Context: an optimization exercise on an open-source flow, tuned for small area, a short achievable clock period and few clock cycles. The choices shown serve that exercise and are no tape-out recipe. Only simulation tests tie the RTL to the original design; equivalence was not proved. Power is estimated from default activity; no workload was simulated.

File: design/flow/flow/run.sh
#!/bin/bash
# Standard layout, with plain buffers on the ports instead of the default delay-cell buffers.
set -euo pipefail
bash standard.sh BUFFER_PORTS_ARGS="-buffer_cell sky130_fd_sc_hd__buf_1" finish > standard.log 2>&1
File: design/flow/standard.sh
#!/bin/bash
# synth_recipe.tcl (not shown) runs the flow's synth.tcl, then flattens the netlist and writes it again
# the make line also repeats each setting of config.mk as NAME=value (left out here)
make -C /OpenROAD-flow-scripts/flow DESIGN_CONFIG=/design/flow/config.mk WORK_HOME=/design/flow/orfs CLKGATE_MAP_FILE= SYNTH_SCRIPT=/design/flow/synth_recipe.tcl "${@:-finish}"
File: design/flow/config.mk
export PLATFORM = sky130hd
export DESIGN_NAME = div32
export DESIGN_NICKNAME = div32
export VERILOG_FILES = /design/flow/design.v
export SDC_FILE = /design/flow/constraint.sdc
export NUM_CORES = 8
export LEC_CHECK = 0
export ABC_AREA = 1
export CAP_MARGIN = 20
export CORE_MARGIN = 2
export CORE_UTILIZATION = 55
export CTS_BUF_LIST = sky130_fd_sc_hd__clkbuf_8
export PLACE_DENSITY = 0.75
export SETUP_SLACK_MARGIN = 2.8
export SLEW_MARGIN = 20
File: design/flow/constraint.sdc
create_clock -name core_clock -period 5.0 [get_ports {clk}]
set_input_delay 1.0000 -clock core_clock [delete_from_list [all_inputs] [get_ports {clk}]]
set_output_delay 1.0000 -clock core_clock [all_outputs]
set_load 0.01 [all_outputs]
File: design/flow/design.v
`timescale 1ns / 1ps
module div32(
    input clk,
    input rst,
    input start,
    input [31:0] dividend,
    input [31:0] divisor,
    output [31:0] quotient,
    output [31:0] remainder,
    output reg finish
);
reg [31:0] r;       
reg [31:0] q;       
reg [31:0] d;       
reg [4:0]  za;      
reg [5:0]  j;       
reg        norm;    
reg        iter;    
assign quotient  = q;
assign remainder = r;
function [5:0] lzc32;
    input [31:0] x;
    reg [15:0] v1; reg [15:0] c1;
    reg [7:0]  v2; reg [15:0] c2;
    reg [3:0]  v3; reg [11:0] c3;
    reg [1:0]  v4; reg [7:0]  c4;
    integer i;
    begin
        for (i = 0; i < 16; i = i + 1) begin
            v1[i] = x[2*i+1] | x[2*i];
            c1[i] = ~x[2*i+1];
        end
        for (i = 0; i < 8; i = i + 1) begin
            v2[i] = v1[2*i+1] | v1[2*i];
            c2[2*i+:2] = v1[2*i+1] ? {1'b0, c1[2*i+1]} : {1'b1, c1[2*i]};
        end
        for (i = 0; i < 4; i = i + 1) begin
            v3[i] = v2[2*i+1] | v2[2*i];
            c3[3*i+:3] = v2[2*i+1] ? {1'b0, c2[2*(2*i+1)+:2]} : {1'b1, c2[2*(2*i)+:2]};
        end
        for (i = 0; i < 2; i = i + 1) begin
            v4[i] = v3[2*i+1] | v3[2*i];
            c4[4*i+:4] = v3[2*i+1] ? {1'b0, c3[3*(2*i+1)+:3]} : {1'b1, c3[3*(2*i)+:3]};
        end
        lzc32 = {~(v4[1] | v4[0]), v4[1] ? {1'b0, c4[7:4]} : {1'b1, c4[3:0]}};
    end
endfunction
wire [5:0] la = lzc32(dividend);
wire [5:0] lb = lzc32(divisor);
wire [4:0] sp = j[4:0] | ~za;                     
wire [4:0] sg = j[4:0] & ~za;                     
wire [5:0] sc;                                    
assign sc[0] = 1'b1;
assign sc[1] = sp[0];
assign sc[2] = sg[1] | (sp[1] & j[0]) | (sp[1] & ~za[0]);
assign sc[3] = sg[2] | (sp[2] & sg[1]) | (sp[2] & sp[1] & sp[0]);
assign sc[4] = sg[3] | (sp[3] & sg[2]) | (sp[3] & sp[2] & sg[1]) | (sp[3] & sp[2] & sp[1] & sp[0]);
assign sc[5] = sg[4] | (sp[4] & sg[3]) | (sp[4] & sp[3] & sg[2]) | (sp[4] & sp[3] & sp[2] & sg[1])
             | (sp[4] & sp[3] & sp[2] & sp[1] & sp[0]);
wire [5:0] sh;                                    
assign sh[0] = j[0] ^ za[0];
assign sh[1] = j[1] ^ (~za[1] ^ sc[1]);
assign sh[2] = j[2] ^ (~za[2] ^ sc[2]);
assign sh[3] = j[3] ^ (~za[3] ^ sc[3]);
assign sh[4] = j[4] ^ (~za[4] ^ sc[4]);
assign sh[5] = ~sc[5];
wire       triv = j[5] | sh[5];                   
wire [31:0] kg = r & ~d;
wire [31:0] kt = r | ~d;
wire kC_0 = r[0] | ~d[0];
wire kC_1 = kg[1] | (kt[1] & r[0]) | (kt[1] & ~d[0]);
wire kG0_3 = kg[3] | (kt[3] & kg[2]);
wire kP0_3 = kt[3] & kt[2];
wire kG0_5 = kg[5] | (kt[5] & kg[4]);
wire kP0_5 = kt[5] & kt[4];
wire kG0_7 = kg[7] | (kt[7] & kg[6]);
wire kP0_7 = kt[7] & kt[6];
wire kG0_9 = kg[9] | (kt[9] & kg[8]);
wire kP0_9 = kt[9] & kt[8];
wire kG0_11 = kg[11] | (kt[11] & kg[10]);
wire kP0_11 = kt[11] & kt[10];
wire kG0_13 = kg[13] | (kt[13] & kg[12]);
wire kP0_13 = kt[13] & kt[12];
wire kG0_15 = kg[15] | (kt[15] & kg[14]);
wire kP0_15 = kt[15] & kt[14];
wire kG0_17 = kg[17] | (kt[17] & kg[16]);
wire kP0_17 = kt[17] & kt[16];
wire kG0_19 = kg[19] | (kt[19] & kg[18]);
wire kP0_19 = kt[19] & kt[18];
wire kG0_21 = kg[21] | (kt[21] & kg[20]);
wire kP0_21 = kt[21] & kt[20];
wire kG0_23 = kg[23] | (kt[23] & kg[22]);
wire kP0_23 = kt[23] & kt[22];
wire kG0_25 = kg[25] | (kt[25] & kg[24]);
wire kP0_25 = kt[25] & kt[24];
wire kG0_27 = kg[27] | (kt[27] & kg[26]);
wire kP0_27 = kt[27] & kt[26];
wire kG0_29 = kg[29] | (kt[29] & kg[28]);
wire kP0_29 = kt[29] & kt[28];
wire kG0_31 = kg[31] | (kt[31] & kg[30]);
wire kP0_31 = kt[31] & kt[30];
wire kQ_2 = kg[2] | (kt[2] & kg[1]);
wire kR_2 = kt[2] & kt[1];
wire kC_2 = kQ_2 | (kR_2 & kC_0);
wire kG1_3 = kG0_3 | (kP0_3 & kC_1);
wire kG1_6 = kg[6] | (kt[6] & kG0_5);
wire kP1_6 = kt[6] & kP0_5;
wire kG1_7 = kG0_7 | (kP0_7 & kG0_5);
wire kP1_7 = kP0_7 & kP0_5;
wire kG1_10 = kg[10] | (kt[10] & kG0_9);
wire kP1_10 = kt[10] & kP0_9;
wire kG1_11 = kG0_11 | (kP0_11 & kG0_9);
wire kP1_11 = kP0_11 & kP0_9;
wire kG1_14 = kg[14] | (kt[14] & kG0_13);
wire kP1_14 = kt[14] & kP0_13;
wire kG1_15 = kG0_15 | (kP0_15 & kG0_13);
wire kP1_15 = kP0_15 & kP0_13;
wire kG1_18 = kg[18] | (kt[18] & kG0_17);
wire kP1_18 = kt[18] & kP0_17;
wire kG1_19 = kG0_19 | (kP0_19 & kG0_17);
wire kP1_19 = kP0_19 & kP0_17;
wire kG1_22 = kg[22] | (kt[22] & kG0_21);
wire kP1_22 = kt[22] & kP0_21;
wire kG1_23 = kG0_23 | (kP0_23 & kG0_21);
wire kP1_23 = kP0_23 & kP0_21;
wire kG1_26 = kg[26] | (kt[26] & kG0_25);
wire kP1_26 = kt[26] & kP0_25;
wire kG1_27 = kG0_27 | (kP0_27 & kG0_25);
wire kP1_27 = kP0_27 & kP0_25;
wire kG1_30 = kg[30] | (kt[30] & kG0_29);
wire kP1_30 = kt[30] & kP0_29;
wire kG1_31 = kG0_31 | (kP0_31 & kG0_29);
wire kP1_31 = kP0_31 & kP0_29;
wire kQ_4 = kg[4] | (kt[4] & kg[3]);
wire kR_4 = kt[4] & kt[3];
wire kC_4 = kQ_4 | (kR_4 & kC_2);
wire kG2_5 = kG0_5 | (kP0_5 & kG1_3);
wire kG2_6 = kG1_6 | (kP1_6 & kG1_3);
wire kG2_7 = kG1_7 | (kP1_7 & kG1_3);
wire kG2_12 = kg[12] | (kt[12] & kG1_11);
wire kP2_12 = kt[12] & kP1_11;
wire kG2_13 = kG0_13 | (kP0_13 & kG1_11);
wire kP2_13 = kP0_13 & kP1_11;
wire kG2_14 = kG1_14 | (kP1_14 & kG1_11);
wire kP2_14 = kP1_14 & kP1_11;
wire kG2_15 = kG1_15 | (kP1_15 & kG1_11);
wire kP2_15 = kP1_15 & kP1_11;
wire kG2_20 = kg[20] | (kt[20] & kG1_19);
wire kP2_20 = kt[20] & kP1_19;
wire kG2_21 = kG0_21 | (kP0_21 & kG1_19);
wire kP2_21 = kP0_21 & kP1_19;
wire kG2_22 = kG1_22 | (kP1_22 & kG1_19);
wire kP2_22 = kP1_22 & kP1_19;
wire kG2_23 = kG1_23 | (kP1_23 & kG1_19);
wire kP2_23 = kP1_23 & kP1_19;
wire kG2_28 = kg[28] | (kt[28] & kG1_27);
wire kP2_28 = kt[28] & kP1_27;
wire kG2_29 = kG0_29 | (kP0_29 & kG1_27);
wire kP2_29 = kP0_29 & kP1_27;
wire kG2_30 = kG1_30 | (kP1_30 & kG1_27);
wire kP2_30 = kP1_30 & kP1_27;
wire kG2_31 = kG1_31 | (kP1_31 & kG1_27);
wire kP2_31 = kP1_31 & kP1_27;
wire kQ_8 = kg[8] | (kt[8] & kg[7]);
wire kR_8 = kt[8] & kt[7];
wire kC_8 = kQ_8 | (kR_8 & kG2_6);
wire kG3_9 = kG0_9 | (kP0_9 & kG2_7);
wire kG3_10 = kG1_10 | (kP1_10 & kG2_7);
wire kG3_11 = kG1_11 | (kP1_11 & kG2_7);
wire kG3_12 = kG2_12 | (kP2_12 & kG2_7);
wire kG3_13 = kG2_13 | (kP2_13 & kG2_7);
wire kG3_14 = kG2_14 | (kP2_14 & kG2_7);
wire kG3_15 = kG2_15 | (kP2_15 & kG2_7);
wire kG3_24 = kg[24] | (kt[24] & kG2_23);
wire kP3_24 = kt[24] & kP2_23;
wire kG3_25 = kG0_25 | (kP0_25 & kG2_23);
wire kP3_25 = kP0_25 & kP2_23;
wire kG3_26 = kG1_26 | (kP1_26 & kG2_23);
wire kP3_26 = kP1_26 & kP2_23;
wire kG3_27 = kG1_27 | (kP1_27 & kG2_23);
wire kP3_27 = kP1_27 & kP2_23;
wire kG3_28 = kG2_28 | (kP2_28 & kG2_23);
wire kP3_28 = kP2_28 & kP2_23;
wire kG3_29 = kG2_29 | (kP2_29 & kG2_23);
wire kP3_29 = kP2_29 & kP2_23;
wire kG3_30 = kG2_30 | (kP2_30 & kG2_23);
wire kP3_30 = kP2_30 & kP2_23;
wire kG3_31 = kG2_31 | (kP2_31 & kG2_23);
wire kP3_31 = kP2_31 & kP2_23;
wire kQ_16 = kg[16] | (kt[16] & kg[15]);
wire kR_16 = kt[16] & kt[15];
wire kC_16 = kQ_16 | (kR_16 & kG3_14);
wire kG4_17 = kG0_17 | (kP0_17 & kG3_15);
wire kG4_18 = kG1_18 | (kP1_18 & kG3_15);
wire kG4_19 = kG1_19 | (kP1_19 & kG3_15);
wire kG4_20 = kG2_20 | (kP2_20 & kG3_15);
wire kG4_21 = kG2_21 | (kP2_21 & kG3_15);
wire kG4_22 = kG2_22 | (kP2_22 & kG3_15);
wire kG4_23 = kG2_23 | (kP2_23 & kG3_15);
wire kG4_24 = kG3_24 | (kP3_24 & kG3_15);
wire kG4_25 = kG3_25 | (kP3_25 & kG3_15);
wire kG4_26 = kG3_26 | (kP3_26 & kG3_15);
wire kG4_27 = kG3_27 | (kP3_27 & kG3_15);
wire kG4_28 = kG3_28 | (kP3_28 & kG3_15);
wire kG4_29 = kG3_29 | (kP3_29 & kG3_15);
wire kG4_30 = kG3_30 | (kP3_30 & kG3_15);
wire kG4_31 = kG3_31 | (kP3_31 & kG3_15);
wire [32:0] sub;
assign sub[0] = r[0] ^ d[0];
assign sub[1] = r[1] ^ (~d[1] ^ kC_0);
assign sub[2] = r[2] ^ (~d[2] ^ kC_1);
assign sub[3] = r[3] ^ (~d[3] ^ kC_2);
assign sub[4] = r[4] ^ (~d[4] ^ kG1_3);
assign sub[5] = r[5] ^ (~d[5] ^ kC_4);
assign sub[6] = r[6] ^ (~d[6] ^ kG2_5);
assign sub[7] = r[7] ^ (~d[7] ^ kG2_6);
assign sub[8] = r[8] ^ (~d[8] ^ kG2_7);
assign sub[9] = r[9] ^ (~d[9] ^ kC_8);
assign sub[10] = r[10] ^ (~d[10] ^ kG3_9);
assign sub[11] = r[11] ^ (~d[11] ^ kG3_10);
assign sub[12] = r[12] ^ (~d[12] ^ kG3_11);
assign sub[13] = r[13] ^ (~d[13] ^ kG3_12);
assign sub[14] = r[14] ^ (~d[14] ^ kG3_13);
assign sub[15] = r[15] ^ (~d[15] ^ kG3_14);
assign sub[16] = r[16] ^ (~d[16] ^ kG3_15);
assign sub[17] = r[17] ^ (~d[17] ^ kC_16);
assign sub[18] = r[18] ^ (~d[18] ^ kG4_17);
assign sub[19] = r[19] ^ (~d[19] ^ kG4_18);
assign sub[20] = r[20] ^ (~d[20] ^ kG4_19);
assign sub[21] = r[21] ^ (~d[21] ^ kG4_20);
assign sub[22] = r[22] ^ (~d[22] ^ kG4_21);
assign sub[23] = r[23] ^ (~d[23] ^ kG4_22);
assign sub[24] = r[24] ^ (~d[24] ^ kG4_23);
assign sub[25] = r[25] ^ (~d[25] ^ kG4_24);
assign sub[26] = r[26] ^ (~d[26] ^ kG4_25);
assign sub[27] = r[27] ^ (~d[27] ^ kG4_26);
assign sub[28] = r[28] ^ (~d[28] ^ kG4_27);
assign sub[29] = r[29] ^ (~d[29] ^ kG4_28);
assign sub[30] = r[30] ^ (~d[30] ^ kG4_29);
assign sub[31] = r[31] ^ (~d[31] ^ kG4_30);
assign sub[32] = ~kG4_31;
wire        ge  = ~sub[32];
wire        take = iter & ge;
wire [31:0] flip = {32{take}} & (r ^ sub[31:0]);
always @(posedge clk or posedge rst) begin
    if (rst) begin
        finish <= 1'b0;
        norm   <= 1'b0;
        iter   <= 1'b0;
    end else if (start) begin
        finish <= 1'b0;
        norm   <= 1'b1;
        iter   <= 1'b0;
    end else if (norm) begin
        norm   <= 1'b0;
        finish <= triv;
        iter   <= ~triv;
    end else if (iter) begin
        if (j[4:0] == 5'd0) begin
            iter   <= 1'b0;
            finish <= 1'b1;
        end
    end
end
always @(posedge clk) begin
    za <= la[4:0];
    if (start) begin
        r <= dividend;
        d <= divisor;
        j <= lb;
    end else begin
        if (norm & j[5]) r <= 32'b0;      
        else             r <= r ^ flip;
        if (norm) begin
            d <= d << sh[4:0];
            j <= sh;
        end else begin
            d <= d >> 1;
            j <= j - 6'd1;
        end
    end
    if (norm)      q <= 32'b0;
    else if (iter) q <= {q[30:0], ge};
end
endmodule
==> flow_metrics.tcl, run 1 <==
set metrics [dict create \
    grt.total_usage_pct 34.99 \
    clk_latency_ps 420 \
    grt_pass1_vias 8946 \
    drv_slew 0 \
    drive_gt1_share_pct 14.10 \
    gp_congestion 0.9563 \
    crit_path_top_delay_cell "nor3_4" \
    fp.dieArea_um2 16110 \
    cts_buffers 9 \
    wl_per_cell_um 17.66 \
    skew_ps 8.935 \
    synth_xor_area_share_pct 1.671 \
    setup_viol_count_final 0 \
    timing_hold_violations_final 0 \
    ys_types 50 \
    cp-end-kind "flip-flop" \
    final_cell_mix "467 x nand2_1, 159 x nor2_1, 148 x inv_1" \
    cap_violations 0 \
    fin_util_pct 68.83 \
    layout.cells.most_common "nand2_1" \
    rows 44 \
    ys.flop_type "dfxtp_1" \
    pre_cts_ws_ps 1768 \
    routed_wl_um 31430 \
    die_x_um 126.9 \
    min_period_ps 2242 \
    cp.required_ps 5340 \
    antenna_found_initial 0 \
    slowest_delay_ps 360 \
    grt_pass1_wl_um 44700 \
    critPathMaxFanout 5 \
    yosysWarnings 1 \
    async_flop_share_pct 2.727 \
    layout.nets 1661 \
    htree_levels 3 \
    crit_type "input port to flip-flop" \
    drt_iter0_markers 1211 \
    cts_tree "done" \
    fmax_mhz 446.1 \
    avgSynthCellArea_um2 5.790 \
    outcome "no timing/DRC/antenna violations" \
    die_y_um 126.9 \
    crit_chain "clkbuf_2, nor2_4, nand2_2, nor2_2, nand3b_1, nor3_4, nand4_1, o31ai_1, nand2_1, o221ai_2" \
    cts_root_buffer "clkbuf_8" \
    critPathArrivalTime_ps 2580 \
    synth_compound_area_share_pct 18.82 \
    drc 0 \
    period_share_pct 44.83 \
    io_pins 132 \
    synth_top_family_by_area "simple AND/OR/NAND/NOR gates" \
    relSlewSlack_pct 62.59 \
    power.density_nw_per_um2 466.2 \
    grt_max_degree 56 \
    synth_area_um2 8309 \
    drt_pass1_iterations 8 \
    diodes 0 \
    core_area_um2 14640 \
    area_delta_synth_final_pct 21.31 \
    crit_buf_inv 1 \
    rsz0062_at_grt "true" \
    finalPower_mw 4.699 \
    worst_pin_slew_ps 558.1 \
    power.leakage_nw 4.896 \
    timing.setup.tns_ps 0 \
    via_per_inst 5.795 \
    cts.sinks 110 \
    overflow 0 \
    yosys.area_share.simple_pct 40.11 \
    dp_hpwl_um 20540 \
    ant_nets 0 \
    synth_mux_area_share_pct 0.6023 \
    seq_area_frac_synth_pct 26.92 \
    start_util_pct 56.74 \
    hold_buffers 0 \
    io_buffers 131 \
    synth_edf_count 2 \
    timing.final.ws_setup_ps 2758 \
    synth_nets 1505 \
    ys_seq_elements 110 \
    synthCells 1435 \
    peakVddDrop_mv 0.3192 \
    vias 10320 \
    cts.reportedPaths.clkPinSlew_ps 120 \
    worstSetupStartpointType "input port" \
    path_delay_family "simple AND/OR/NAND/NOR gates" \
    hold_path.class "input port to async pin" \
    synth_fa_ha_area_share_pct 0.4517 \
    cts_buffer_depth 2 \
]
==> synthesized netlist by cell type, types with 4 or more instances <==
cell      instances  area, µm²
a21oi_2           4      35.03
xor2_1           10      87.58
nand2_4           5      56.30
dfxtp_1         105       2102
nand3b_1         15      112.6
a21oi_1          53      265.3
xnor2_1           4      35.03
o221ai_1         10      87.58
clkbuf_1         24      90.09
nor2_2            7      43.79
o21ai_0         129      645.6
a22oi_1          20      150.1
buf_2            17      85.08
o31ai_1           8      60.06
nand2_1         476       1787
buf_6             4      45.04
nor2_1          173      649.4
nand2_2          11      68.82
buf_4            10      75.07
mux2i_1           5      50.05
nand4_1           7      43.79
nor3_1           10      50.05
inv_2            17      63.81
o21ai_1          27      135.1
inv_1           155      581.8
or2_2             4      25.02
nand3_1          84      420.4
==> area by class of cell <==
class	count	area, µm²
clock buffers	9	123.9
clock inverters	7	63.81
fillers	1384	4564
inverters	173	678.2
multi-input cells	1103	5519
flip-flops and latches	110	2271
well taps	184	230.2
repair buffers	192	1181
repair inverters	2	12.51
==> repair_timing <==
action                     in CTS  in global routing
pin swaps                       7                 31
hold endpoints to repair        0                  0
buffers inserted               16                 30
resized for setup              31                136
setup endpoints to repair      72                 72
gates cloned                    5                 10
==> state kept, by name (all words and copies together) (netlist names) <==
| register | cells |
|---|---|
| r | 32 |
| za | 5 |
| q | 32 |
| norm | 1 |
| iter | 1 |
| j | 6 |
| finish | 1 |
| d | 32 |
==> final timing paths <==
| check | startpoint | end | slack (ps) | cells after the start |
|---|---|---|---|---|
| worst max-delay path | divisor[23] | j[2]$_DFF_P_ | 2760 | 10 |
| worst min-delay path | rst | finish$_DFFE_PP0P_ | 390 | 2 |
| worst max register to register | norm$_DFF_PP0_ | d[4]$_DFF_P_ | 2780 | 7 |
| worst min register to register | q[30]$_SDFFE_PP0P_ | q[31]$_SDFFE_PP0P_ | 510 | 2 |
| max in group asynchronous | rst | iter$_DFF_PP0_ | 4450 | 2 |
| min in group core_clock | q[30]$_SDFFE_PP0P_ | q[31]$_SDFFE_PP0P_ | 510 | 2 |
==> per-layer routing <==
| layer | wire (µm) | vias up | global-route usage (%) |
|---|---|---|---|
| met2 | 13680 | 662 | 54.93 |
| met4 | 1714 | 0 | 16.10 |
| met3 | 3433 | 126 | 8.393 |
| met1 | 12610 | 4592 | 45.61 |
| li1 | - | 4935 | - |
| met5 | 0 | - | 0 |
==> metrics by stage <==
step / instance area [µm²] / hold WS [ps] / cells
final: 10080 / 391.2 / 1780
after global placement: 8815 / 487.6 / 1703
after floorplan: 8315 / 461.3 / 1435
after CTS: 9310 / 393.0 / 1740
after detailed placement: 8815 / 485.1 / 1703
after global routing: 10080 / 402.4 / 1780
==> kinds of logic after synthesis <==
logic type | count (synthesis)
mux | 5
fa+ha+maj | 3
flops | 110
simple gates | 801
compound gates | 272
xor+xnor | 15
buf+inv | 229
==> power breakdown <==
part / internal, mW / switching, mW / leakage, nW
Clock: 0.195 / 0.370 / 0.101
Combinational: 1.01 / 1.85 / 3.86
Sequential: 1.06 / 0.205 / 0.937
Testbench counts, summed over its fixed seeds: cycles 47,977.
==> inputs of run 2 (changes only) <==
==> design/flow/flow/run.sh (replaced) <==
#!/bin/bash
# Standard layout with plain buffers on the ports and no gate cloning in the timing repair.
set -euo pipefail
bash standard.sh BUFFER_PORTS_ARGS="-buffer_cell sky130_fd_sc_hd__buf_1" SKIP_GATE_CLONING=1 finish > standard.log 2>&1
--- a/design/flow/config.mk
+++ b/design/flow/config.mk
@@ -8,8 +8,7 @@
 export ABC_AREA = 1
 export CAP_MARGIN = 20
 export CORE_MARGIN = 2
-export CORE_UTILIZATION = 55
-export CTS_BUF_LIST = sky130_fd_sc_hd__clkbuf_8
-export PLACE_DENSITY = 0.75
+export CORE_UTILIZATION = 40
+export PLACE_DENSITY = 0.6
 export SETUP_SLACK_MARGIN = 2.8
 export SLEW_MARGIN = 20
==> flow_metrics.tcl, run 2 <==
set metrics [dict create \
    cts_buffer_depth 2 \
    ant_nets 0 \
    cts.sinks 110 \
    place_area_um2 8922 \
    drc 0 \
    diodes 0 \
    grt.total_usage_pct 27.09 \
    critPathMaxFanout 4 \
    cap_violations 0 \
    peakVddDrop_mv 0.1916 \
    drv_slew 0 \
    worstSetupStartpointType "input port" \
    skew_ps 6.125 \
    fillCellCount 2256 \
    cts_root_buffer "clkbuf_16" \
    rsz0062_at_grt "true" \
    core_area_um2 20300 \
    io_pins 132 \
    timing_hold_violations_final 0 \
    cp-startpoint "divisor[29]" \
    avgSynthCellArea_um2 5.790 \
    hold_buffers 0 \
    hold_path.class "input port to async pin" \
    drt_iter0_markers 950 \
    synth_area_um2 8309 \
    setup_viol_count_final 0 \
    die_x_um 148.1 \
    fp.dieArea_um2 21940 \
    wl_per_cell_um 16.56 \
    ys.flop_type "dfxtp_1" \
    reg_top3 "d (32), q (32), r (32)" \
    synth_common_cells "476 x nand2_1, 173 x nor2_1, 155 x inv_1" \
    area_delta_synth_final_pct 20.28 \
    timing.setup.tns_ps 0 \
    synth_nets 1505 \
    synthCells 1435 \
    final_cell_mix "470 x nand2_1, 159 x nor2_1, 144 x inv_1" \
    vias 9727 \
    ff_latch_area_um2 2261 \
    fmax_mhz 457.8 \
    clk_latency_ps 370 \
    synthTopCellsByArea "dfxtp_1 25%, nand2_1 22%, nor2_1 7.8%, o21ai_0 7.8%, inv_1 7.0%" \
    r2r-start "d[17]$_DFF_P_" \
    ys_seq_elements 110 \
    drive_gt1_share_pct 12.95 \
    cts.reportedPaths.clkPinSlew_ps 80 \
    cts_tree "done" \
    io_buffers 131 \
    grt_pass1_vias 8645 \
    drt_pass1_iterations 6 \
    r2r_slack_ps 2860 \
    cp-end-kind "flip-flop" \
    via_per_inst 5.249 \
    synth_edf_count 2 \
    period_share_pct 43.68 \
    routed_wl_um 30690 \
    gp_congestion 0.9379 \
    outcome "no timing/DRC/antenna violations" \
    worst_pin_slew_ps 591.2 \
    rows 52 \
    reg2regPathDepth 15 \
    multiInputGateArea_um2 5310 \
    grt_max_degree 41 \
    critPathArrivalTime_ps 2480 \
    die_y_um 148.1 \
    synth_top_area_share_pct 25.30 \
    post-synth-top-area-cell "dfxtp_1" \
    ys_types 50 \
    layout.nets 1649 \
    r2r-end "r[3]$_DFF_P_" \
    cts_buffers 9 \
    overflow 0 \
    crit_type "input port to flip-flop" \
    min_period_ps 2184 \
    relSlewSlack_pct 60.59 \
    power.leakage_nw 4.859 \
    layout.cells.most_common "nand2_1" \
    grt_pass1_wl_um 46770 \
    cp.required_ps 5290 \
    fin_util_pct 49.24 \
    seq_area_frac_synth_pct 26.92 \
    yosysMostFrequentCell "nand2_1" \
    crit_end "j[5]$_DFF_P_" \
    async_flop_share_pct 2.727 \
    dp_hpwl_um 21670 \
    yosysWarnings 1 \
    finalPower_mw 4.620 \
    fin_area_um2 9995 \
    start_util_pct 40.93 \
    antenna_found_initial 0 \
    htree_levels 3 \
    power.density_nw_per_um2 462.2 \
]
[run 2: cell counts after synthesis]
No cell type changed its count.
[run 2: cells by family (layout without fill, tap and decap cells)]
family | Yosys count | count (layout) | synth area share, %
mux | 5 | 5 | 0.6023
buf+inv | 229 | 377 | 11.41
flops | 110 | 110 | 26.92
simple gates | 801 | 801 | 40.11
compound gates | 272 | 272 | 18.82
fa+ha+maj | 3 | 3 | 0.4518
xor+xnor | 15 | 15 | 1.671
[run 2: how the worst min path moves through the flow]
stage	slack [ps]	end	depth (start not counted)	from
after floorplan	460	q[0]$_SDFFE_PP0P_	1	norm$_DFF_PP0_
after global placement	480	q[31]$_SDFFE_PP0P_	2	q[31]$_SDFFE_PP0P_
after detailed placement	470	q[0]$_SDFFE_PP0P_	2	q[0]$_SDFFE_PP0P_
after CTS	450	finish$_DFFE_PP0P_	2	rst
after global routing	470	finish$_DFFE_PP0P_	2	rst
final	460	finish$_DFFE_PP0P_	2	rst
[run 2: area by class of cell]
type	count	share of cell area, %
clock buffers	9	2.253
multi-input cells	1096	53.13
flip-flops and latches	110	22.62
repair buffers	189	11.35
inverters	173	6.735
clock inverters	6	0.5258
well taps	270	3.380
[run 2: per-layer routing]
metal | global-route usage (%) | vias to the layer above | routed length (µm)
li1 | - | 4891 | -
met1 | 37.39 | 4328 | 13290
met2 | 42.15 | 433 | 13530
met3 | 4.632 | 75 | 2629
met4 | 10.76 | 0 | 1233
met5 | 0 | - | 0
[run 2: timing repair]
item | in CTS | in global routing
resized for setup | 25 | 121
buffers inserted | 21 | 28
setup endpoints to repair | 76 | 101
gates cloned | 0 | 0
pin swaps | 6 | 18
[run 2: stage by stage]
| stage | instances | hold WS (ps) | setup slack [ps] |
|---|---|---|---|
| 5_1_grt | 1853 | 472.2 | 2682 |
| 2_1_floorplan | 1435 | 461.3 | 2740 |
| 3_3_place_gp | 1789 | 477.9 | 1974 |
| 3_5_place_dp | 1789 | 474.7 | 1923 |
| 6_report | 1853 | 462.9 | 2816 |
| 4_1_cts | 1825 | 454.6 | 2780 |
[run 2: critical path, stage by stage]
cell and delay (ps):
clkbuf_2 140, nor2_4 110, nand4_1 210, nor3_4 380, nand4_1 200, nor4_2 280, nor2_1 70, o21ai_1 90
[run 2: report_power, final]
group | internal (mW) | switching, mW
registers | 1.06 | 0.195
logic | 0.943 | 1.70
clock network | 0.346 | 0.378
total | 2.35 | 2.27
==> inputs of run 3 (changes only) <==
--- a/design/flow/config.mk
+++ b/design/flow/config.mk
@@ -10,5 +10,5 @@
 export CORE_MARGIN = 2
 export CORE_UTILIZATION = 40
 export PLACE_DENSITY = 0.6
-export SETUP_SLACK_MARGIN = 2.8
+export SETUP_SLACK_MARGIN = 2.6
 export SLEW_MARGIN = 20
==> flow_metrics.tcl, run 3 <==
set metrics [dict create \
    outcome "no timing/DRC/antenna violations" \
    layout.cells.most_common "nand2_1" \
    critPathMaxFanout 55 \
    crit_chain "clkbuf_2, buf_6, nor2_1, inv_1, nor2_2, buf_4, o211ai_1, nand3_1" \
    r2r-end "d[31]$_DFFE_PP_" \
    area_delta_synth_final_pct 14.15 \
    fillCellCount 2284 \
    antenna_found_initial 0 \
    async_flop_share_pct 2.727 \
    skew_ps 9.767 \
    rsz0062_at_grt "false" \
    worst_pin_slew_ps 585.5 \
    ant_nets 0 \
    synth_edf_count 2 \
    setup_viol_count_final 0 \
    vias 9669 \
    synth_area_um2 8309 \
    crit_buf_inv 4 \
    timing.setup.tns_ps 0 \
    seq_area_frac_synth_pct 26.92 \
    critPathArrivalTime_ps 2470 \
    fin_util_pct 46.73 \
    peakVddDrop_mv 0.1886 \
    fmax_mhz 425.5 \
    synth_compound_area_share_pct 18.82 \
    cts.sinks 110 \
    synth_fa_ha_area_share_pct 0.4517 \
    hold_buffers 0 \
    rows 52 \
    die_y_um 148.1 \
    crit_path_top_delay_cell "buf_6" \
    cap_violations 0 \
    worst-path-stages 8 \
    avgSynthCellArea_um2 5.790 \
    ys_seq_elements 110 \
    reg2regPathDepth 7 \
    relSlewSlack_pct 60.97 \
    r2r-start "norm$_DFF_PP0_" \
    wl_per_cell_um 16.33 \
    synthTopCellsByArea "dfxtp_1 25%, nand2_1 22%, nor2_1 7.8%, o21ai_0 7.8%, inv_1 7.0%" \
    min_period_ps 2350 \
    synthCells 1435 \
    r2r_slack_ps 2710 \
    routed_wl_um 29740 \
    dp_hpwl_um 21820 \
    overflow 0 \
    cp.required_ps 5120 \
    drt_iter0_markers 784 \
    synth_top_area_share_pct 25.30 \
    timing_hold_violations_final 0 \
    ys.flop_type "dfxtp_1" \
    start_util_pct 40.93 \
    gp_congestion 0.9508 \
    fp.dieArea_um2 21940 \
    grt_pass1_wl_um 46420 \
    cp-startpoint "start" \
    cp-end-kind "flip-flop" \
    power.density_nw_per_um2 464.8 \
    yosysMostFrequentCell "nand2_1" \
    via_per_inst 5.310 \
    core_area_um2 20300 \
    layout.nets 1616 \
    drt_pass1_iterations 8 \
    drive_gt1_share_pct 7.157 \
    yosys.area_share.simple_pct 40.11 \
    cts_root_buffer "clkbuf_16" \
    crit_end "d[31]$_DFFE_PP_" \
    drv_slew 0 \
    synth_xor_area_share_pct 1.671 \
    period_share_pct 47.00 \
    grt_pass1_vias 8768 \
    clk_latency_ps 370 \
    io_buffers 131 \
    synth_top_family_by_area "simple AND/OR/NAND/NOR gates" \
    cts_tree "done" \
    io_pins 132 \
    finalPower_mw 4.409 \
    path_delay_family "buffers and inverters" \
    yosysWarnings 1 \
    crit_type "input port to flip-flop" \
    post-synth-top-area-cell "dfxtp_1" \
    die_x_um 148.1 \
    reg_top3 "d (32), q (32), r (32)" \
    grt_max_degree 56 \
    ys_types 50 \
    worstSetupStartpointType "input port" \
    cts.reportedPaths.clkPinSlew_ps 80 \
    power.leakage_nw 4.620 \
    final_cell_mix "476 x nand2_1, 170 x nor2_1, 150 x inv_1" \
    cts_buffers 9 \
    synth_mux_area_share_pct 0.6023 \
    synth_common_cells "476 x nand2_1, 173 x nor2_1, 155 x inv_1" \
    cts_buffer_depth 2 \
    slowest_delay_ps 410 \
    hold_path.class "input port to async pin" \
    htree_levels 3 \
    drc 0 \
    diodes 0 \
    grt.total_usage_pct 26.67 \
    synth_nets 1505 \
]
## run 3: cell count changes in the layout (fill, tap and decap cells not counted), sizes merged
cell,delta
clkinv,+1
buf,-29
clkbuf,-4
## run 3: cells by family after synthesis
group,count (synthesis)
compound gates,272
xor+xnor,15
fa+ha+maj,3
buf+inv,229
flops,110
mux,5
simple gates,801
## run 3: final cells by class
type	count	area [µm²]	share of cell area (%)
Multi-Input combinational cell	1096	5184	54.65
Sequential cell	110	2238	23.60
Timing Repair Buffer	156	777.0	8.192
Inverter	173	668.1	7.044
Tap cell	270	337.8	3.562
Clock buffer	9	225.2	2.374
Clock inverter	7	55.05	0.5804
## run 3: how the worst min path moves through the flow
stage | startpoint | to | slack (ps)
after floorplan | norm$_DFF_PP0_ | q[0]$_SDFFE_PP0P_ | 460
after global placement | q[31]$_SDFFE_PP0P_ | q[31]$_SDFFE_PP0P_ | 480
after detailed placement | q[0]$_SDFFE_PP0P_ | q[0]$_SDFFE_PP0P_ | 490
after CTS | rst | norm$_DFF_PP0_ | 460
after global routing | rst | norm$_DFF_PP0_ | 480
final | rst | finish$_DFFE_PP0P_ | 470
## run 3: layer usage
metal  routed length (µm)  vias to the layer above  GRT usage [%]  part of all wire [%]
met3                 2808                       62          5.552                   9.4
met1                12780                     4310          36.11                    43
met5                    0                        -              0                     0
met4                 1115                        0          10.29                   3.7
li1                     -                     4824              -                     -
met2                13040                      473          41.81                    44
## run 3: metrics by stage
stage               instance area (µm²)  hold WS (ps)  std cells  worst slack, ps
floorplan                          8309         461.3       1435             2722
global placement                   8916         477.7       1789             1947
detailed placement                 8916         485.4       1789             1892
CTS                                9333         461.8       1813             2606
global route                       9485         478.8       1821             2592
finish                             9485         465.5       1821             2650
## run 3: report_power, final
part | internal (mW) | switching [mW]
combinational | 0.802 | 1.63
sequential | 1.05 | 0.198
clock | 0.346 | 0.378
## run 3: repair_timing
| item | 4_1_cts | 5_1_grt |
|---|---|---|
| setup endpoints to repair | 64 | 64 |
| resized for setup | 14 | 18 |
| pin swaps | 1 | 5 |
| setup buffers | 8 | 8 |
==> inputs of run 4 (changes only) <==
--- a/design/flow/config.mk
+++ b/design/flow/config.mk
@@ -9,6 +9,7 @@
 export CAP_MARGIN = 20
 export CORE_MARGIN = 2
 export CORE_UTILIZATION = 40
+export CTS_BUF_LIST = sky130_fd_sc_hd__clkbuf_8
 export PLACE_DENSITY = 0.6
-export SETUP_SLACK_MARGIN = 2.6
+export SETUP_SLACK_MARGIN = 2.7
 export SLEW_MARGIN = 20
==> flow_metrics.tcl, run 4 <==
set metrics [dict create \
    power.leakage_nw 4.647 \
    min_period_ps 2243 \
    grt_pass1_vias 8903 \
    power.density_nw_per_um2 452.4 \
    cts_tree "done" \
    setup_viol_count_final 0 \
    seq_area_frac_synth_pct 26.92 \
    htree_levels 3 \
    crit_type "input port to flip-flop" \
    fillCellCount 2280 \
    synthTopCellsByArea "dfxtp_1 25%, nand2_1 22%, nor2_1 7.8%, o21ai_0 7.8%, inv_1 7.0%" \
    cts.sinks 110 \
    clk_latency_ps 410 \
    synth_common_cells "476 x nand2_1, 173 x nor2_1, 155 x inv_1" \
    diodes 0 \
    ys.flop_type "dfxtp_1" \
    post-synth-top-area-cell "dfxtp_1" \
    rows 52 \
    drive_gt1_share_pct 8.435 \
    async_flop_share_pct 2.727 \
    fin_area_um2 9528 \
    vias 9687 \
    fp.dieArea_um2 21940 \
    drt_pass1_iterations 7 \
    drv_slew 0 \
    io_buffers 131 \
    cp-end-kind "flip-flop" \
    drt_iter0_markers 827 \
    drc 0 \
    fmax_mhz 445.9 \
    gp_congestion 0.9508 \
    start_util_pct 40.93 \
    grt.total_usage_pct 27.16 \
    layout.nets 1630 \
    rsz0062_at_grt "true" \
    place_area_um2 8916 \
    cts_buffer_depth 2 \
    critPathArrivalTime_ps 2530 \
    cts_root_buffer "clkbuf_8" \
    dp_hpwl_um 21820 \
    cap_violations 0 \
    cp.required_ps 5290 \
    critPathMaxFanout 55 \
    yosysMostFrequentCell "nand2_1" \
    synth_area_um2 8309 \
    yosysWarnings 1 \
    hold_buffers 0 \
    period_share_pct 44.85 \
    avgSynthCellArea_um2 5.790 \
    routed_wl_um 30260 \
    pre_cts_ws_ps 1892 \
    die_y_um 148.1 \
    relSlewSlack_pct 61.11 \
    reg_top3 "d (32), q (32), r (32)" \
    ys_seq_elements 110 \
    die_x_um 148.1 \
    hold_path.class "input port to async pin" \
    peakVddDrop_mv 0.1649 \
    layout.cells.most_common "nand2_1" \
    cts_buffers 9 \
    grt_max_degree 56 \
    antenna_found_initial 0 \
    synth_nets 1505 \
    synth_edf_count 2 \
    overflow 0 \
    worst_pin_slew_ps 583.3 \
    outcome "no timing/DRC/antenna violations" \
    synthCells 1435 \
    skew_ps 16.23 \
    timing.setup.tns_ps 0 \
    core_area_um2 20300 \
    cts.reportedPaths.clkPinSlew_ps 120 \
    worstSetupStartpointType "input port" \
    ant_nets 0 \
    wl_per_cell_um 16.49 \
    ys_types 50 \
    synth_top_area_share_pct 25.30 \
    hold_slack_ps 427.2 \
    area_delta_synth_final_pct 14.67 \
    final_cell_mix "475 x nand2_1, 169 x nor2_1, 149 x inv_1" \
    timing_hold_violations_final 0 \
    grt_pass1_wl_um 47130 \
    via_per_inst 5.279 \
    io_pins 132 \
    timing.final.ws_setup_ps 2757 \
]
-- run 4: changes by cell type in the layout (fill, tap and decap cells not counted), moves of 2 or more --
cell and delta:
buf_4 +12, clkbuf_8 +10, clkbuf_16 -9, a21oi_1 -2
a21oi_2 +2
-- run 4: area by class of cell --
cell class | count | area (µm²) | area share [%]
inverter | 173 | 670.6 | 7.039
tap | 270 | 337.8 | 3.546
clock inverter | 7 | 55.05 | 0.5778
multi-input combinational | 1096 | 5209 | 54.67
sequential | 110 | 2240 | 23.51
timing repair buffer | 170 | 892.1 | 9.363
clock buffer | 9 | 123.9 | 1.300
-- run 4: path summary, 6_finish.rpt --
path / start / to / slack (ps) / cells after the start
hold reg to reg: q[0]$_SDFFE_PP0P_ / q[0]$_SDFFE_PP0P_ / 510 / 2
setup / recovery: start / d[31]$_DFFE_PP_ / 2760 / 8
hold / removal: rst / finish$_DFFE_PP0P_ / 430 / 2
setup reg to reg: d[14]$_DFF_P_ / r[24]$_DFF_P_ / 2770 / 13
min in group core_clock: q[0]$_SDFFE_PP0P_ / q[0]$_SDFFE_PP0P_ / 510 / 2
max in group asynchronous: rst / iter$_DFF_PP0_ / 4420 / 2
-- run 4: worst max-delay path, cell delays in order --
cell,delay (ps)
clkbuf_2,100
clkbuf_8,300
nor2_1,310
inv_1,190
nor2_2,150
buf_6,260
o211ai_1,130
nand3_1,80
-- run 4: metrics by stage --
stage / power (mW) / util [%] / instances
2_1_floorplan: 2.961 / - / 1435
3_3_place_gp: 3.534 / 43.92 / 1789
3_5_place_dp: 3.538 / 43.92 / 1789
4_1_cts: 4.168 / 45.83 / 1819
5_1_grt: 4.682 / 46.94 / 1835
6_report: 4.311 / 46.94 / 1835
-- run 4: routing by layer --
| metal | global-route usage [%] | vias to the layer above | wire (µm) |
|---|---|---|---|
| met2 | 42.25 | 424 | 13080 |
| met3 | 4.785 | 82 | 2515 |
| met1 | 36.91 | 4330 | 13310 |
| met4 | 12.14 | 0 | 1350 |
| li1 | - | 4851 | - |
| met5 | 0 | - | 0 |
-- run 4: timing repair --
| item | in CTS | in global routing |
|---|---|---|
| cloned | 0 | 0 |
| setup endpoints to repair | 67 | 70 |
| buffers inserted | 14 | 16 |
| pin swaps | 4 | 5 |
| gates resized for setup | 20 | 25 |
-- run 4: logic make-up after synthesis --
logic type	after synthesis	synth area share [%]
multiplexers	5	0.6023
AO/OA/AOI/OAI	272	18.82
flip-flops	110	26.92
XOR/XNOR	15	1.671
buffers and inverters	229	11.41
AND/OR/NAND/NOR	801	40.11
adder cells (fa/ha/maj)	3	0.4518
-- run 4: where the power goes --
| part | total [mW] | leakage (nW) | switching (mW) | internal [mW] |
|---|---|---|---|---|
| sequential | 1.25 | 0.934 | 0.198 | 1.05 |
| combinational | 2.51 | 3.62 | 1.66 | 0.846 |
| clock | 0.551 | 0.0949 | 0.362 | 0.189 |
==> inputs of run 5 (changes only) <==
==> design/flow/flow/run.sh (replaced) <==
#!/bin/bash
# Standard layout with plain buffers on the ports; repair option: SKIP_GATE_CLONING=1
set -euo pipefail
bash standard.sh BUFFER_PORTS_ARGS="-buffer_cell sky130_fd_sc_hd__buf_1" SKIP_GATE_CLONING=1 finish > standard.log 2>&1
--- a/design/flow/config.mk
+++ b/design/flow/config.mk
@@ -9,7 +9,6 @@
 export CAP_MARGIN = 20
 export CORE_MARGIN = 2
 export CORE_UTILIZATION = 40
-export CTS_BUF_LIST = sky130_fd_sc_hd__clkbuf_8
 export PLACE_DENSITY = 0.6
 export SETUP_SLACK_MARGIN = 2.7
 export SLEW_MARGIN = 20
==> flow_metrics.tcl, run 5 <==
set metrics [dict create \
    reg_top3 "d (32), q (32), r (32)" \
    drt_iter0_markers 980 \
    drc 0 \
    synth_xor_area_share_pct 1.671 \
    fin_area_um2 9698 \
    fin_util_pct 47.77 \
    peakVddDrop_mv 0.1843 \
    cts.sinks 110 \
    cp-end-kind "flip-flop" \
    vias 9754 \
    min_period_ps 2219 \
    critPathArrivalTime_ps 2460 \
    io_pins 132 \
    power.density_nw_per_um2 468.4 \
    critPathMaxFanout 55 \
    cp-startpoint "start" \
    synthTopCellsByArea "dfxtp_1 25%, nand2_1 22%, nor2_1 7.8%, o21ai_0 7.8%, inv_1 7.0%" \
    post-synth-top-area-cell "dfxtp_1" \
    grt_max_degree 56 \
    synth_common_cells "476 x nand2_1, 173 x nor2_1, 155 x inv_1" \
    skew_ps 10.21 \
    crit_top_cell "nor2_2" \
    rows 52 \
    htree_levels 3 \
    relSlewSlack_pct 60.84 \
    rsz0062_at_grt "true" \
    synth_edf_count 2 \
    cts_root_buffer "clkbuf_16" \
    worstSetupStartpointType "input port" \
    core_area_um2 20300 \
    path_delay_family "buffers and inverters" \
    ant_nets 0 \
    grt.total_usage_pct 26.88 \
    synth_top_area_share_pct 25.30 \
    die_x_um 148.1 \
    synthCells 1435 \
    grt_pass1_vias 8864 \
    synth_nets 1505 \
    io_buffers 131 \
    antenna_found_initial 0 \
    final_cell_mix "476 x nand2_1, 167 x nor2_1, 149 x inv_1" \
    finalPower_mw 4.542 \
    ys.flop_type "dfxtp_1" \
    crit_path_top_delay_cell "clkbuf_8" \
    power.leakage_nw 4.713 \
    synth_mux_area_share_pct 0.6023 \
    ff_latch_area_um2 2257 \
    diodes 0 \
    cts_buffer_depth 2 \
    crit_buf_inv 4 \
    hold_slack_ps 466.4 \
    cp.required_ps 5240 \
    layout.cells.most_common "nand2_1" \
    stdcell_count 1836 \
    outcome "no timing/DRC/antenna violations" \
    die_y_um 148.1 \
    dp_hpwl_um 21820 \
    timing.final.ws_setup_ps 2781 \
    synth_area_um2 8309 \
    setup_viol_count_final 0 \
    yosys.area_share.simple_pct 40.11 \
    ys_seq_elements 110 \
    drv_slew 0 \
    cap_violations 0 \
    synth_compound_area_share_pct 18.82 \
    area_delta_synth_final_pct 16.71 \
    seq_area_frac_synth_pct 26.92 \
    gp_congestion 0.9508 \
    multiInputGateArea_um2 5234 \
    ys_types 50 \
    cts_tree "done" \
    worst_pin_slew_ps 587.3 \
    async_flop_share_pct 2.727 \
    fmax_mhz 450.6 \
    layout.nets 1631 \
    place_area_um2 8916 \
    overflow 0 \
    crit_chain "clkbuf_2, clkbuf_8, nor2_2, inv_1, nor2_2, buf_6, o211ai_1, nand3_1" \
    yosysWarnings 1 \
    grt_pass1_wl_um 46790 \
    avgSynthCellArea_um2 5.790 \
    clk_latency_ps 370 \
    routed_wl_um 30710 \
    slowest_delay_ps 300 \
    cts.reportedPaths.clkPinSlew_ps 80 \
    timing.setup.tns_ps 0 \
    fp.dieArea_um2 21940 \
    fillCellCount 2271 \
    period_share_pct 44.39 \
    cts_buffers 9 \
    synth_fa_ha_area_share_pct 0.4517 \
    synth_top_family_by_area "simple AND/OR/NAND/NOR gates" \
    drive_gt1_share_pct 9.642 \
    hold_path.class "input port to async pin" \
    pre_cts_ws_ps 1892 \
    via_per_inst 5.313 \
    place_inst 1789 \
    drt_pass1_iterations 5 \
    wl_per_cell_um 16.73 \
    yosysMostFrequentCell "nand2_1" \
    crit_type "input port to flip-flop" \
    timing_hold_violations_final 0 \
    r2r-start "j[0]$_DFF_P_" \
    start_util_pct 40.93 \
]
==> run 5: cell counts after synthesis <==
No cell type changed its count.
==> run 5: cell type report <==
class / instances / share of cell area (%)
clock inverter: 7 / 0.5677
inverter: 173 / 6.889
clock buffer: 9 / 2.322
tap: 270 / 3.483
multi-input combinational: 1096 / 53.97
sequential: 110 / 23.27
timing repair buffer: 171 / 9.496
==> run 5: logic make-up (layout without fill, tap and decap cells) <==
kind of cell    Yosys count  count (layout)
buf+inv                 229             360
flops                   110             110
compound gates          272             272
fa+ha+maj                 3               3
mux                       5               5
xor+xnor                 15              15
simple gates            801             801
==> run 5: timing repair <==
item | in CTS | in global routing
gates resized for setup | 20 | 53
hold buffers | 0 | 0
setup buffers | 12 | 19
gates cloned | 0 | 0
endpoints found under the setup margin | 67 | 66
pin swaps | 3 | 9
==> run 5: final timing paths <==
kind                                       to  slack, ps  depth (start not counted)
min in group core_clock    q[27]$_SDFFE_PP0P_        500                          2
max in group asynchronous      iter$_DFF_PP0_       4380                          2
max                           d[31]$_DFFE_PP_       2780                          8
min reg2reg                q[27]$_SDFFE_PP0P_        500                          2
min                        finish$_DFFE_PP0P_        470                          2
max reg2reg                     d[28]$_DFF_P_       2790                         11
==> run 5: metal layers <==
metal / vias to the layer above / track usage [%] / share of wire (%)
met1: 4374 / 36.24 / 43
met3: 69 / 5.859 / 8.7
li1: 4851 / - / -
met5: - / 0 / 0
met4: 0 / 11.00 / 4.3
met2: 460 / 41.83 / 44
==> run 5: power by group <==
part	total [mW]	switching [mW]	internal (mW)
sequential	1.26	0.198	1.06
clock	0.725	0.379	0.346
combinational	2.56	1.68	0.876
total	4.54	2.26	2.28
==> inputs of run 6 (changes only) <==
==> design/flow/flow/run.sh (replaced) <==
#!/bin/bash
# Standard layout with plain buffers on the ports; repair option: MATCH_CELL_FOOTPRINT=0
set -euo pipefail
bash standard.sh BUFFER_PORTS_ARGS="-buffer_cell sky130_fd_sc_hd__buf_1" MATCH_CELL_FOOTPRINT=0 finish > standard.log 2>&1
==> flow_metrics.tcl, run 6 <==
set metrics [dict create \
    ys.flop_type "dfxtp_1" \
    fp.dieArea_um2 21940 \
    yosysMostFrequentCell "nand2_1" \
    crit_type "flip-flop to flip-flop" \
    avgSynthCellArea_um2 5.790 \
    timing_hold_violations_final 0 \
    ys_seq_elements 110 \
    synth_nets 1505 \
    drt_iter0_markers 814 \
    routed_wl_um 30900 \
    critPathMaxFanout 7 \
    grt_max_degree 56 \
    clk_latency_ps 370 \
    wl_per_cell_um 16.80 \
    synthTopCellsByArea "dfxtp_1 25%, nand2_1 22%, nor2_1 7.8%, o21ai_0 7.8%, inv_1 7.0%" \
    power.leakage_nw 4.721 \
    drive_gt1_share_pct 9.305 \
    io_buffers 131 \
    power.density_nw_per_um2 470.1 \
    ant_nets 0 \
    synth_area_um2 8309 \
    antenna_found_initial 0 \
    critPathArrivalTime_ps 2370 \
    vias 9809 \
    cts_buffers 9 \
    place_inst 1789 \
    synth_xor_area_share_pct 1.671 \
    post-synth-top-area-cell "dfxtp_1" \
    cts_tree "done" \
    hold_buffers 0 \
    core_area_um2 20300 \
    final_cell_mix "473 x nand2_1, 168 x nor2_1, 149 x inv_1" \
    fin_area_um2 9753 \
    start_util_pct 40.93 \
    outcome "no timing/DRC/antenna violations" \
    grt_pass1_vias 8938 \
    layout.nets 1634 \
    overflow 0 \
    r2r-start "j[0]$_DFF_P_" \
    setup_viol_count_final 0 \
    hold_slack_ps 462.6 \
    drc 0 \
    synth_top_family_by_area "simple AND/OR/NAND/NOR gates" \
    pre_cts_ws_ps 1892 \
    place_area_um2 8916 \
    via_per_inst 5.334 \
    reg2regPathDepth 10 \
    synthCells 1435 \
    min_period_ps 2241 \
    synth_fa_ha_area_share_pct 0.4517 \
    peakVddDrop_mv 0.1845 \
    reg_top3 "d (32), q (32), r (32)" \
    period_share_pct 44.81 \
    cts_root_buffer "clkbuf_16" \
    die_y_um 148.1 \
    finalPower_mw 4.585 \
    yosysWarnings 1 \
    htree_levels 3 \
    timing.setup.tns_ps 0 \
    cap_violations 0 \
    gp_congestion 0.9508 \
    synth_mux_area_share_pct 0.6023 \
    grt_pass1_wl_um 47170 \
    synth_compound_area_share_pct 18.82 \
    rsz0062_at_grt "true" \
    seq_area_frac_synth_pct 26.92 \
    async_flop_share_pct 2.727 \
    drt_pass1_iterations 5 \
    r2r-end "d[30]$_DFFE_PP_" \
    grt.total_usage_pct 27.17 \
    area_delta_synth_final_pct 17.38 \
    synth_top_area_share_pct 25.30 \
    die_x_um 148.1 \
    yosys.area_share.simple_pct 40.11 \
    layout.cells.most_common "nand2_1" \
    fmax_mhz 446.3 \
    relSlewSlack_pct 52.24 \
    cts.sinks 110 \
    dp_hpwl_um 21820 \
    diodes 0 \
    synth_common_cells "476 x nand2_1, 173 x nor2_1, 155 x inv_1" \
    worstSetupStartpointType "flip-flop" \
    rows 52 \
    io_pins 132 \
    cts_buffer_depth 2 \
    skew_ps 10.20 \
    cp-end-kind "flip-flop" \
    drv_slew 0 \
    hold_path.class "input port to async pin" \
    timing.final.ws_setup_ps 2759 \
    synth_edf_count 2 \
    cts.reportedPaths.clkPinSlew_ps 80 \
    fin_util_pct 48.05 \
    worst_pin_slew_ps 716.3 \
    stdcell_count 1839 \
    cp.required_ps 5130 \
    ys_types 50 \
    r2r_slack_ps 2760 \
]
run 6: changes by cell type in the layout (fill, tap and decap cells not counted), sizes merged:
| cell | change |
|---|---|
| a21oi | +1 |
| clkinvlp | +2 |
| nand2 | +1 |
| buf | -5 |
| clkbuf | +4 |
run 6: cells by family after synthesis:
kind of cell    count (synthesis)
mux                             5
flops                         110
simple gates                  801
fa+ha+maj                       3
xor+xnor                       15
buf+inv                       229
compound gates                272
run 6: what timing repair did:
action | 4_1_cts | 5_1_grt
buffers inserted | 15 | 12
cloned | 3 | 4
setup endpoints to repair | 67 | 64
gates resized for setup | 27 | 45
pin swaps | 5 | 8
run 6: final cells by class:
class | instances | area [µm²]
clock buffers | 9 | 225.2
clock inverters | 7 | 55.05
fillers | 2262 | 10550
inverters | 173 | 670.6
multi-input cells | 1098 | 5285
flip-flops and latches | 110 | 2245
well taps | 270 | 337.8
repair buffers | 170 | 922.1
repair inverters | 2 | 12.51
run 6: worst max-delay path by stage:
stage	from	depth (start not counted)	to
floorplan	divisor[30]	8	j[0]$_DFF_P_
detailed placement	start	7	r[1]$_DFF_P_
CTS	start	8	d[31]$_DFFE_PP_
global route	za[1]$_DFF_P_	13	d[9]$_DFF_P_
finish	j[0]$_DFF_P_	10	d[30]$_DFFE_PP_
global placement	start	7	r[1]$_DFF_P_
run 6: critical path: stages (launching register included):
cell	delay, ps
dfxtp_1	340
inv_2	90
ha_4	370
clkbuf_4	210
o21ai_0	140
nand2_1	90
o21ai_1	80
o21ai_0	320
nand2_1	160
nand3_1	120
nand3_1	70
run 6: report_power, final:
group	leakage (nW)	switching (mW)	internal [mW]
sequential	0.935	0.201	1.05
clock	0.141	0.384	0.346
combinational	3.65	1.71	0.891
total	4.72	2.29	2.29
run 6: routing by layer:
layer / up-vias / wire length [µm] / global-route usage (%)
met4: 0 / 1417 / 11.00
met2: 462 / 13330 / 42.34
met3: 79 / 2688 / 5.460
li1: 4864 / - / -
met1: 4404 / 13460 / 36.91
met5: - / 0 / 0
==> inputs of run 7 (changes only) <==
==> design/flow/flow/run.sh (replaced) <==
#!/bin/bash
# Standard layout with plain buffers on the ports; repair option: SETUP_MOVE_SEQUENCE=unbuffer,sizeup,swap
set -euo pipefail
bash standard.sh BUFFER_PORTS_ARGS="-buffer_cell sky130_fd_sc_hd__buf_1" SETUP_MOVE_SEQUENCE=unbuffer,sizeup,swap finish > standard.log 2>&1
==> flow_metrics.tcl, run 7 <==
set metrics [dict create \
    clk_latency_ps 370 \
    postCtsSetupBuffers 0 \
    timing.setup.tns_ps 0 \
    ys_types 50 \
    htree_levels 3 \
    power.leakage_nw 4.588 \
    crit_path_top_delay_cell "o21ai_4" \
    hold_path.class "input port to async pin" \
    cts.sinks 110 \
    diodes 0 \
    multiInputGateArea_um2 5414 \
    fmax_mhz 389.0 \
    netSwitchingPower_mw 2.250 \
    start_util_pct 40.93 \
    final_cell_mix "453 x nand2_1, 156 x nor2_1, 143 x inv_1" \
    fp.dieArea_um2 21940 \
    skew_ps 8.732 \
    critPathArrivalTime_ps 2820 \
    synth_common_cells "476 x nand2_1, 173 x nor2_1, 155 x inv_1" \
    cts_buffer_depth 2 \
    min_period_ps 2570 \
    drt_pass1_iterations 6 \
    routed_wl_um 29230 \
    fin_area_um2 9620 \
    ant_nets 0 \
    switching_share_pct 50.55 \
    grt.met3_usage_pct 5.276 \
    grt.met2_usage_pct 41.78 \
    wl_per_cell_um 16.19 \
    gp_congestion 0.9508 \
    period_share_pct 51.41 \
    power.density_nw_per_um2 462.6 \
    cp-end-kind "flip-flop" \
    ys.flop_type "dfxtp_1" \
    cts.reportedPaths.clkPinSlew_ps 80 \
    critPathMaxFanout 34 \
    grt_pass1_vias 8734 \
    cp.required_ps 5250 \
    hold_buffers 0 \
    cts_buffers 9 \
    grt.total_usage_pct 26.38 \
    area_delta_synth_final_pct 15.78 \
    vias 9551 \
    seq_area_frac_synth_pct 26.92 \
    core_area_um2 20300 \
    pwr-share-seq_pct 28.5 \
    timing_hold_violations_final 0 \
    ys_seq_elements 110 \
    via_per_inst 5.291 \
    die_x_um 148.1 \
    place_area_um2 8916 \
    cts_root_buffer "clkbuf_16" \
    io_pins 132 \
    reg_top3 "d (32), q (32), r (32)" \
    overflow 0 \
    die_y_um 148.1 \
    post-synth-top-area-cell "dfxtp_1" \
    ff_latch_area_um2 2277 \
    cap_violations 0 \
    synth_area_um2 8309 \
    avgSynthCellArea_um2 5.790 \
    worstSetupStartpointType "flip-flop" \
    cts_tree "done" \
    power_frac_clock_pct 16.4 \
    crit_chain "clkinvlp_4, o21ai_4, clkinvlp_4, nand3_1, o21ai_0" \
    grt_pass1_wl_um 46040 \
    async_flop_share_pct 2.727 \
    power.internal_mw 2.201 \
    met1_usage_pct 35.68 \
    rsz0062_at_grt "true" \
    crit_type "flip-flop to flip-flop" \
    relSlewSlack_pct 32.54 \
    comb_power_share_pct 55.2 \
    fillCellCount 2280 \
    crit_top_cell "clkinvlp_4" \
    r2r-end "r[1]$_DFF_P_" \
    grt_busiest_layer "met2" \
    worst_pin_slew_ps 1010 \
    drt_iter0_markers 643 \
    drv_slew 0 \
    grt_max_degree 56 \
    drc 0 \
    synth_edf_count 2 \
    synthCells 1435 \
    layout.cells.most_common "nand2_1" \
    antenna_found_initial 0 \
    io_buffers 131 \
    r2r-start "norm$_DFF_PP0_" \
    rows 52 \
    synth_top_area_share_pct 25.30 \
    synthTopCellsByArea "dfxtp_1 25%, nand2_1 22%, nor2_1 7.8%, o21ai_0 7.8%, inv_1 7.0%" \
    synth_nets 1505 \
    outcome "no timing/DRC/antenna violations" \
    reg2regPathDepth 5 \
    drive_gt1_share_pct 11.92 \
    yosysMostFrequentCell "nand2_1" \
    r2r_slack_ps 2430 \
    layout.nets 1600 \
    dp_hpwl_um 21820 \
    peakVddDrop_mv 0.1856 \
    yosysWarnings 1 \
    slowest_delay_ps 600 \
    setup_viol_count_final 0 \
]
[run 7: cell counts after synthesis]
No cell type changed its count.
[run 7: cell families (layout without fill, tap and decap cells)]
family	count (synthesis)	after routing	synth area share, %
simple gates	801	801	40.11
fa+ha+maj	3	3	0.4518
mux	5	5	0.6023
compound gates	272	272	18.82
buf+inv	229	329	11.41
xor+xnor	15	15	1.671
flops	110	110	26.92
[run 7: routing by layer]
layer | up-vias | wire, µm
li1 | 4782 | -
met4 | 0 | 1084
met5 | - | 0
met1 | 4302 | 12680
met2 | 410 | 12990
met3 | 57 | 2475
[run 7: repair_timing]
action / in CTS / in global routing
setup endpoints to repair: 67 / 73
pin swaps: 18 / 23
gates resized for setup: 54 / 102
[run 7: critical path, delay by kind of cell (launching register included)]
family	cells	cell delay (ps)
buffers and inverters	2	1070
AO/OA/AOI/OAI	2	690
flip-flops	1	440
AND/OR/NAND/NOR	1	230
[run 7: layout make-up]
| cell class | instances | area share (%) |
|---|---|---|
| clock buffer | 9 | 2.341 |
| clock inverter | 7 | 0.5722 |
| inverter | 173 | 6.971 |
| multi-input combinational | 1096 | 56.28 |
| sequential | 110 | 23.67 |
| tap | 270 | 3.512 |
| timing repair buffer | 140 | 6.659 |
[run 7: through the flow]
stage	total power [mW]	cells	worst slack, ps	hold slack [ps]	utilization (%)
2_1_floorplan	2.961	1435	2722	461.3	-
3_3_place_gp	3.534	1789	1947	477.7	43.92
3_5_place_dp	3.538	1789	1892	485.4	43.92
4_1_cts	4.342	1805	2448	461.8	46.14
5_1_grt	4.820	1805	2246	478.8	47.39
6_report	4.451	1805	2430	462.5	47.39
[run 7: power groups by stage]
stage,registers [mW],logic [mW],clock network (mW)
2_1_floorplan,1.23,1.73,0
3_3_place_gp,1.27,2.27,0
3_5_place_dp,1.26,2.27,0
4_1_cts,1.25,2.35,0.740
5_1_grt,1.29,2.77,0.768
6_report,1.27,2.46,0.728
[run 7: worst max path at each step]
stage,from,endpoint,slack [ps],cells past startpoint
global placement,start,r[1]$_DFF_P_,1950,7
floorplan,divisor[30],j[0]$_DFF_P_,2720,8
finish,norm$_DFF_PP0_,r[1]$_DFF_P_,2430,5
global route,r[4]$_DFF_P_,r[21]$_DFF_P_,2250,13
detailed placement,start,r[1]$_DFF_P_,1890,7
CTS,norm$_DFF_PP0_,r[1]$_DFF_P_,2450,5
==> inputs of run 8 (changes only) <==
==> design/flow/flow/run.sh (replaced) <==
#!/bin/bash
# Standard layout, with plain buffers on the ports instead of the default delay-cell buffers.
set -euo pipefail
bash standard.sh BUFFER_PORTS_ARGS="-buffer_cell sky130_fd_sc_hd__buf_1" finish > standard.log 2>&1
--- a/design/flow/config.mk
+++ b/design/flow/config.mk
@@ -9,6 +9,7 @@
 export CAP_MARGIN = 20
 export CORE_MARGIN = 2
 export CORE_UTILIZATION = 40
+export CTS_BUF_LIST = sky130_fd_sc_hd__clkbuf_8 sky130_fd_sc_hd__clkbuf_16
 export PLACE_DENSITY = 0.6
 export SETUP_SLACK_MARGIN = 2.7
 export SLEW_MARGIN = 20
==> flow_metrics.tcl, run 8 <==
set metrics [dict create \
    peakVddDrop_mv 0.1845 \
    rsz0062_at_grt "true" \
    cp-end-kind "flip-flop" \
    min_period_ps 2241 \
    power_frac_clock_pct 15.9 \
    worst_pin_slew_ps 716.3 \
    async_flop_share_pct 2.727 \
    reg_top3 "d (32), q (32), r (32)" \
    ys_seq_elements 110 \
    start_util_pct 40.93 \
    hold_path.class "input port to async pin" \
    relSlewSlack_pct 52.24 \
    layout.nets 1634 \
    cts_root_buffer "clkbuf_16" \
    crit_type "flip-flop to flip-flop" \
    power.density_nw_per_um2 470.1 \
    io_pins 132 \
    core_area_um2 20300 \
    vias 9809 \
    wl_per_cell_um 16.80 \
    skew_ps 10.20 \
    fillCellCount 2262 \
    yosysMostFrequentCell "nand2_1" \
    htree_levels 3 \
    post-synth-top-area-cell "dfxtp_1" \
    ys_types 50 \
    outcome "no timing/DRC/antenna violations" \
    synthCells 1435 \
    routed_wl_um 30900 \
    fmax_mhz 446.3 \
    grt_pass1_vias 8938 \
    rows 52 \
    drv_slew 0 \
    io_buffers 131 \
    grt.total_usage_pct 27.17 \
    worstSetupStartpointType "flip-flop" \
    gp_congestion 0.9508 \
    synthTopCellsByArea "dfxtp_1 25%, nand2_1 22%, nor2_1 7.8%, o21ai_0 7.8%, inv_1 7.0%" \
    diodes 0 \
    cts_tree "done" \
    synth_top_area_share_pct 25.30 \
    drive_gt1_share_pct 9.305 \
    grt_max_degree 56 \
    timing_hold_violations_final 0 \
    comb_power_share_pct 56.7 \
    timing.setup.tns_ps 0 \
    power.internal_mw 2.290 \
    drc 0 \
    netSwitchingPower_mw 2.295 \
    switching_share_pct 50.05 \
    drt_pass1_iterations 5 \
    synth_edf_count 2 \
    ys.flop_type "dfxtp_1" \
    final_cell_mix "473 x nand2_1, 168 x nor2_1, 149 x inv_1" \
    layout.cells.most_common "nand2_1" \
    fin_util_pct 48.05 \
    overflow 0 \
    synth_nets 1505 \
    synth_common_cells "476 x nand2_1, 173 x nor2_1, 155 x inv_1" \
    yosysWarnings 1 \
    cts.reportedPaths.clkPinSlew_ps 80 \
    die_x_um 148.1 \
    seq_area_frac_synth_pct 26.92 \
    critPathArrivalTime_ps 2370 \
    clk_latency_ps 370 \
    drt_iter0_markers 814 \
    cap_violations 0 \
    via_per_inst 5.334 \
    power.leakage_nw 4.721 \
    grt_pass1_wl_um 47170 \
    avgSynthCellArea_um2 5.790 \
    cts_buffer_depth 2 \
    antenna_found_initial 0 \
    period_share_pct 44.81 \
    cp.required_ps 5130 \
    pwr-share-seq_pct 27.4 \
    stdcell_count 1839 \
    finalPower_mw 4.585 \
    cts_buffers 9 \
    critPathMaxFanout 7 \
    synth_area_um2 8309 \
    ant_nets 0 \
    die_y_um 148.1 \
    area_delta_synth_final_pct 17.38 \
    setup_viol_count_final 0 \
    cts.sinks 110 \
    place_inst 1789 \
    dp_hpwl_um 21820 \
    fp.dieArea_um2 21940 \
]
## run 8: cell types whose count changed in the layout (fill, tap and decap cells not counted), sizes merged
cell	delta
a21oi	+1
buf	+27
clkbuf	+3
clkinvlp	+2
nand2	+1
## run 8: layer usage
layer,track usage (%),vias to the layer above,wire [µm]
li1,-,4864,-
met1,36.91,4404,13460
met2,42.34,462,13330
met3,5.460,79,2688
met4,11.00,0,1417
met5,0,-,0
## run 8: through the flow
stage | setup WS, ps | hold slack [ps] | cell area [µm²]
detailed placement | 1892 | 485.4 | 8916
finish | 2759 | 462.6 | 9753
CTS | 2728 | 461.8 | 9460
global placement | 1947 | 477.7 | 8916
floorplan | 2722 | 461.3 | 8309
global route | 2655 | 478.7 | 9753
## run 8: area by class of cell
class                   count  area [µm²]  share of cell area [%]
repair buffers            170       922.1                   9.455
flip-flops and latches    110        2245                   23.01
clock buffers               9       225.2                   2.309
well taps                 270       337.8                   3.464
inverters                 173       670.6                   6.876
multi-input cells        1098        5285                   54.19
repair inverters            2       12.51                  0.1283
clock inverters             7       55.05                  0.5645
## run 8: power by group through the flow
stage	Combinational (mW)	Sequential [mW]	Clock, mW
after CTS	2.38	1.25	0.741
after global placement	2.27	1.27	0
after floorplan	1.73	1.23	0
final	2.60	1.25	0.730
after global routing	2.90	1.27	0.768
after detailed placement	2.27	1.26	0
## run 8: path summary, 6_finish.rpt
kind / start / to / slack [ps] / cells past startpoint
min in group core_clock: q[0]$_SDFFE_PP0P_ / q[0]$_SDFFE_PP0P_ / 500 / 2
worst max register to register: j[0]$_DFF_P_ / d[30]$_DFFE_PP_ / 2760 / 10
max in group asynchronous: rst / iter$_DFF_PP0_ / 4380 / 2
worst min-delay path: rst / finish$_DFFE_PP0P_ / 460 / 2
worst min register to register: q[0]$_SDFFE_PP0P_ / q[0]$_SDFFE_PP0P_ / 500 / 2
worst max-delay path: j[0]$_DFF_P_ / d[30]$_DFFE_PP_ / 2760 / 10
## run 8: cells by family after synthesis
kind of cell    Yosys count  share of synthesized area (%)
compound gates          272                          18.82
xor+xnor                 15                          1.671
fa+ha+maj                 3                         0.4518
buf+inv                 229                          11.41
flops                   110                          26.92
mux                       5                         0.6023
simple gates            801                          40.11
## run 8: timing repair
item                                    in CTS  in global routing
hold buffers                                 0                  0
endpoints found under the setup margin      67                 64
gates cloned                                 3                  4
gates resized for setup                     24                 45
pin swaps                                    5                  8
buffers inserted                            15                 12
## run 8: worst max-delay path, cell delays in order (launching register included)
cell and delay (ps):
dfxtp_1 340, inv_2 90, ha_4 370, clkbuf_4 210
o21ai_0 140, nand2_1 90, o21ai_1 80, o21ai_0 320
nand2_1 160, nand3_1 120, nand3_1 70

Check on run 8: ideal ports give 2.759 ns setup slack; a clkbuf_16 on the clock port and buf_2 on the inputs give 2.759 ns; moving port delays by the midpoint clock arrival (0.409 ns) as well gives 2.405 ns.
